Source: an optimization exercise on an open RTL-to-GDS flow (aim: small area and a short achievable clock period). Production flows keep margins and buffers that such runs may drop.
Only simulation tests tie the RTL to the original design; equivalence was not proved.
Power and IR drop assume default switching activity.

== v23 ==
Design mac_demo, start of the top module:
module mac_demo(input clk, input reset, input ena,
                input signed [15:0] k, input signed [15:0] x,
                output signed [31:0] acc_out);
  reg [31:0] rs, rc;
  reg rz;
  wire [31:0] acc;
  wire [31:0] ag, ap;
  ha u_cp0 (.a(rs[0]), .b(rc[0]), .s(ap[0]), .co(ag[0]));
  ha u_cp1 (.a(rs[1]), .b(rc[1]), .s(ap[1]), .co(ag[1]));
  ha u_cp2 (.a(rs[2]), .b(rc[2]), .s(ap[2]), .co(ag[2]));
  ha u_cp3 (.a(rs[3]), .b(rc[3]), .s(ap[3]), .co(ag[3]));
  ha u_cp4 (.a(rs[4]), .b(rc[4]), .s(ap[4]), .co(ag[4]));
  ha u_cp5 (.a(rs[5]), .b(rc[5]), .s(ap[5]), .co(ag[5]));
  ha u_cp6 (.a(rs[6]), .b(rc[6]), .s(ap[6]), .co(ag[6]));
  ha u_cp7 (.a(rs[7]), .b(rc[7]), .s(ap[7]), .co(ag[7]));
  ha u_cp8 (.a(rs[8]), .b(rc[8]), .s(ap[8]), .co(ag[8]));
  ha u_cp9 (.a(rs[9]), .b(rc[9]), .s(ap[9]), .co(ag[9]));
  ha u_cp10 (.a(rs[10]), .b(rc[10]), .s(ap[10]), .co(ag[10]));
  ha u_cp11 (.a(rs[11]), .b(rc[11]), .s(ap[11]), .co(ag[11]));
  ha u_cp12 (.a(rs[12]), .b(rc[12]), .s(ap[12]), .co(ag[12]));
  ha u_cp13 (.a(rs[13]), .b(rc[13]), .s(ap[13]), .co(ag[13]));
  ha u_cp14 (.a(rs[14]), .b(rc[14]), .s(ap[14]), .co(ag[14]));
  ha u_cp15 (.a(rs[15]), .b(rc[15]), .s(ap[15]), .co(ag[15]));
  ha u_cp16 (.a(rs[16]), .b(rc[16]), .s(ap[16]), .co(ag[16]));
  ha u_cp17 (.a(rs[17]), .b(rc[17]), .s(ap[17]), .co(ag[17]));
  ha u_cp18 (.a(rs[18]), .b(rc[18]), .s(ap[18]), .co(ag[18]));
  ha u_cp19 (.a(rs[19]), .b(rc[19]), .s(ap[19]), .co(ag[19]));
  ha u_cp20 (.a(rs[20]), .b(rc[20]), .s(ap[20]), .co(ag[20]));
  ha u_cp21 (.a(rs[21]), .b(rc[21]), .s(ap[21]), .co(ag[21]));
  ...
Settings: LEC_CHECK=0, ABC_AREA=1, CAP_MARGIN=20, CORE_MARGIN=2, CORE_UTILIZATION=40, CTS_BUF_LIST=sky130_fd_sc_hd__clkbuf_4 sky130_fd_sc_hd__clkbuf_8, SETUP_SLACK_MARGIN=2.4, SLEW_MARGIN=20, SYNTH_HIERARCHICAL=1, SYNTH_MINIMUM_KEEP_SIZE=0; clock period 7.0 ns.
standard.sh (not shown) runs the stock make flow with config.mk's settings and CLKGATE_MAP_FILE= SYNTH_SCRIPT=/design/flow/synth_recipe.tcl, a recipe that flattens the netlist after the stock synthesis.
==> flow/flow/run.sh <==
#!/bin/bash
# The standard layout (the standard.sh, unchanged synthesis), except that
# the port buffers are plain buffers and the clock-delay buffer cells are not
# used anywhere. The make output goes to standard.log; ORFS keeps each step's
# log under orfs/logs/.
set -uo pipefail
export BUFFER_PORTS_ARGS="-buffer_cell sky130_fd_sc_hd__buf_2"
export DONT_USE_CELLS="sky130_fd_sc_hd__clkdlybuf4s15_1 sky130_fd_sc_hd__clkdlybuf4s15_2 sky130_fd_sc_hd__clkdlybuf4s18_1 sky130_fd_sc_hd__clkdlybuf4s18_2 sky130_fd_sc_hd__clkdlybuf4s25_1 sky130_fd_sc_hd__clkdlybuf4s25_2 sky130_fd_sc_hd__clkdlybuf4s50_1 sky130_fd_sc_hd__clkdlybuf4s50_2"
bash standard.sh > standard.log 2>&1
The flow did not stop early for v23: all stages ran, and the layout cleared the timing, DRC and antenna checks.
--- input diff v23..v36 ---
- changing SETUP_SLACK_MARGIN from 2.4 to 2.6
- setting GPL_ROUTABILITY_DRIVEN to 0 for the first time
Between v23 and v36, the power of the clock network figures differ only marginally.
Sort v36 and v23 by number of gates on the worst path with buffers counted desc -> top: v36
| worst relative slew slack | v36 vs v23 | better |
Number of clock sinks seen by CTS essentially unchanged between v36 and v23.
Side by side, routed length on met2 turned out higher in v36 than in v23.
Between v23 and v36, the net total in the final layout does not differ in any meaningful way.
Diff v23 -> v36: data required time at the worst endpoint essentially unchanged, worst stage delay on the critical path barely changed.
The register-to-register slack of v36 exceeds that of v23 by 0.08 ns.
Setup changes, v36 to v7
- GPL_ROUTABILITY_DRIVEN: 0 -> unset
--- a/flow/flow/run.sh
+++ b/flow/flow/run.sh
@@ -1,7 +1,15 @@
 #!/bin/bash
-# The standard layout (the standard.sh, unchanged synthesis), except that
-# the port buffers are plain buffers and the clock-delay buffer cells are not
-# used anywhere. The make output goes to standard.log; ORFS keeps each step's
-# log under orfs/logs/.
+# The standard layout (the standard.sh and its synthesis script), with:
+# - plain buffers (buf_2) as the port buffers, and the clock-delay buffer
+#   cells not used anywhere;
+# - ABC's area mapping script replaced by a copy that maps with "amap"
+#   after "dch -f", without ABC's buffering and upsizing (ORFS's scripts
+#   are copied here; only that file differs).
+# The make output goes to standard.log; ORFS keeps each step's log under
+# orfs/logs/.
 set -uo pipefail
+rm -rf myscripts
+cp -r "$FLOW_HOME/scripts" myscripts
+printf 'strash\ndch -f\namap\ntopo\ndnsize -c\n' > myscripts/abc_area.script
+export SCRIPTS_DIR="$PWD/myscripts"
 export BUFFER_PORTS_ARGS="-buffer_cell sky130_fd_sc_hd__buf_2"
==> notes.md <==
- Setup slack (lower): v7
- Of v36 and v7, the run reporting the lower number of buffers other than clock buffers in the final layout was v36.
- The clock latency reported for the late side of the worst-skew pair of v7 and that of v36 are within noise of each other.
- Diff v36 -> v7: tightest hold margin rose 0.20 ns, synthesized netlist cell count fell 85, top achievable clock speed fell 7.5%, clock buffer count in the final layout rose 2.
- For v7, the origin of the worst setup path was rc[9]$_DFF_P_, unlike v36, where it was rs[7]$_DFF_P_.
- v36 was smaller in final cell area than v7.
- The run with more routed wire is v7, not v36.
- v7 against v36: sequential power up about 2%, wire length on met2 increased 25%.
Edits applied to the flow inputs when going from v7 to v25:
- SETUP_SLACK_MARGIN: 2.6 -> 2.65
==> flow/flow/run.sh <==
#!/bin/bash
# The standard layout (the standard.sh, unchanged synthesis), except that
# the port buffers are plain buffers and the clock-delay buffer cells are not
# used anywhere. The make output goes to standard.log; ORFS keeps each step's
# log under orfs/logs/.
set -uo pipefail
export BUFFER_PORTS_ARGS="-buffer_cell sky130_fd_sc_hd__buf_2"
export DONT_USE_CELLS="sky130_fd_sc_hd__clkdlybuf4s15_1 sky130_fd_sc_hd__clkdlybuf4s15_2 sky130_fd_sc_hd__clkdlybuf4s18_1 sky130_fd_sc_hd__clkdlybuf4s18_2 sky130_fd_sc_hd__clkdlybuf4s25_1 sky130_fd_sc_hd__clkdlybuf4s25_2 sky130_fd_sc_hd__clkdlybuf4s50_1 sky130_fd_sc_hd__clkdlybuf4s50_2"
bash standard.sh > standard.log 2>&1
Findings:
- All-layer global routing usage in v25 is 5.6 points below v7.
- A critical-path cell with the highest stage delay of dfxtp_2 is what v7 shows, while fa_1 belongs to v25.
- Between v7 and v25, the flow reports power decreasing by a few percent.
- v7 → v25: number of buffers other than clock buffers in the final layout -34%; power density of the placed cells lost about 1.3%; worst path setup slack after routing increased 0.36 ns.
- v25: PASS, flow complete, no timing, DRC or antenna violations
- Compare v7 and v25 | multi-input gate area in the final layout lower: v7
- [v25] total number of nets in the final design fell about 0.53% relative to v7

port drivers added, routing unchanged:
Ports are ideal in the flow. The routed layouts listed here were re-timed in OpenROAD. Step 1: set_driving_cell puts a clkbuf_16 on clk and a buf_2 on each other input, an assumption about the parent block. Step 2, shift: input delay + t, output delay - t, t = (earliest + latest rising clock arrival at the registers) / 2. This alone moves slack from input paths to output paths. Three values: ideal, step 1, step 2; two values: the first two.
| run | shift t [ns] | setup slack, ns | worst setup path after step 2 | slew at the worst register clock pin (ns) |
|---|---|---|---|---|
| v23 | 0.406 | 2.525 / 2.538 / 2.132 | input to register | 0.08 / 0.08 |
| v36 | 0.406 | 2.774 / 2.762 / 2.391 | input to register | 0.08 / 0.08 |
| v7 | 0.415 | 2.431 / 2.391 / 2.135 | input to register | 0.07 / 0.07 |
| v25 | 0.406 | 2.792 / 2.760 / 2.404 | input to register | 0.08 / 0.08 |
After both steps every run listed still meets setup and hold. For v23, which loses most, drivers alone change the setup slack by +0.013 ns; drivers and shift together by -0.393 ns.
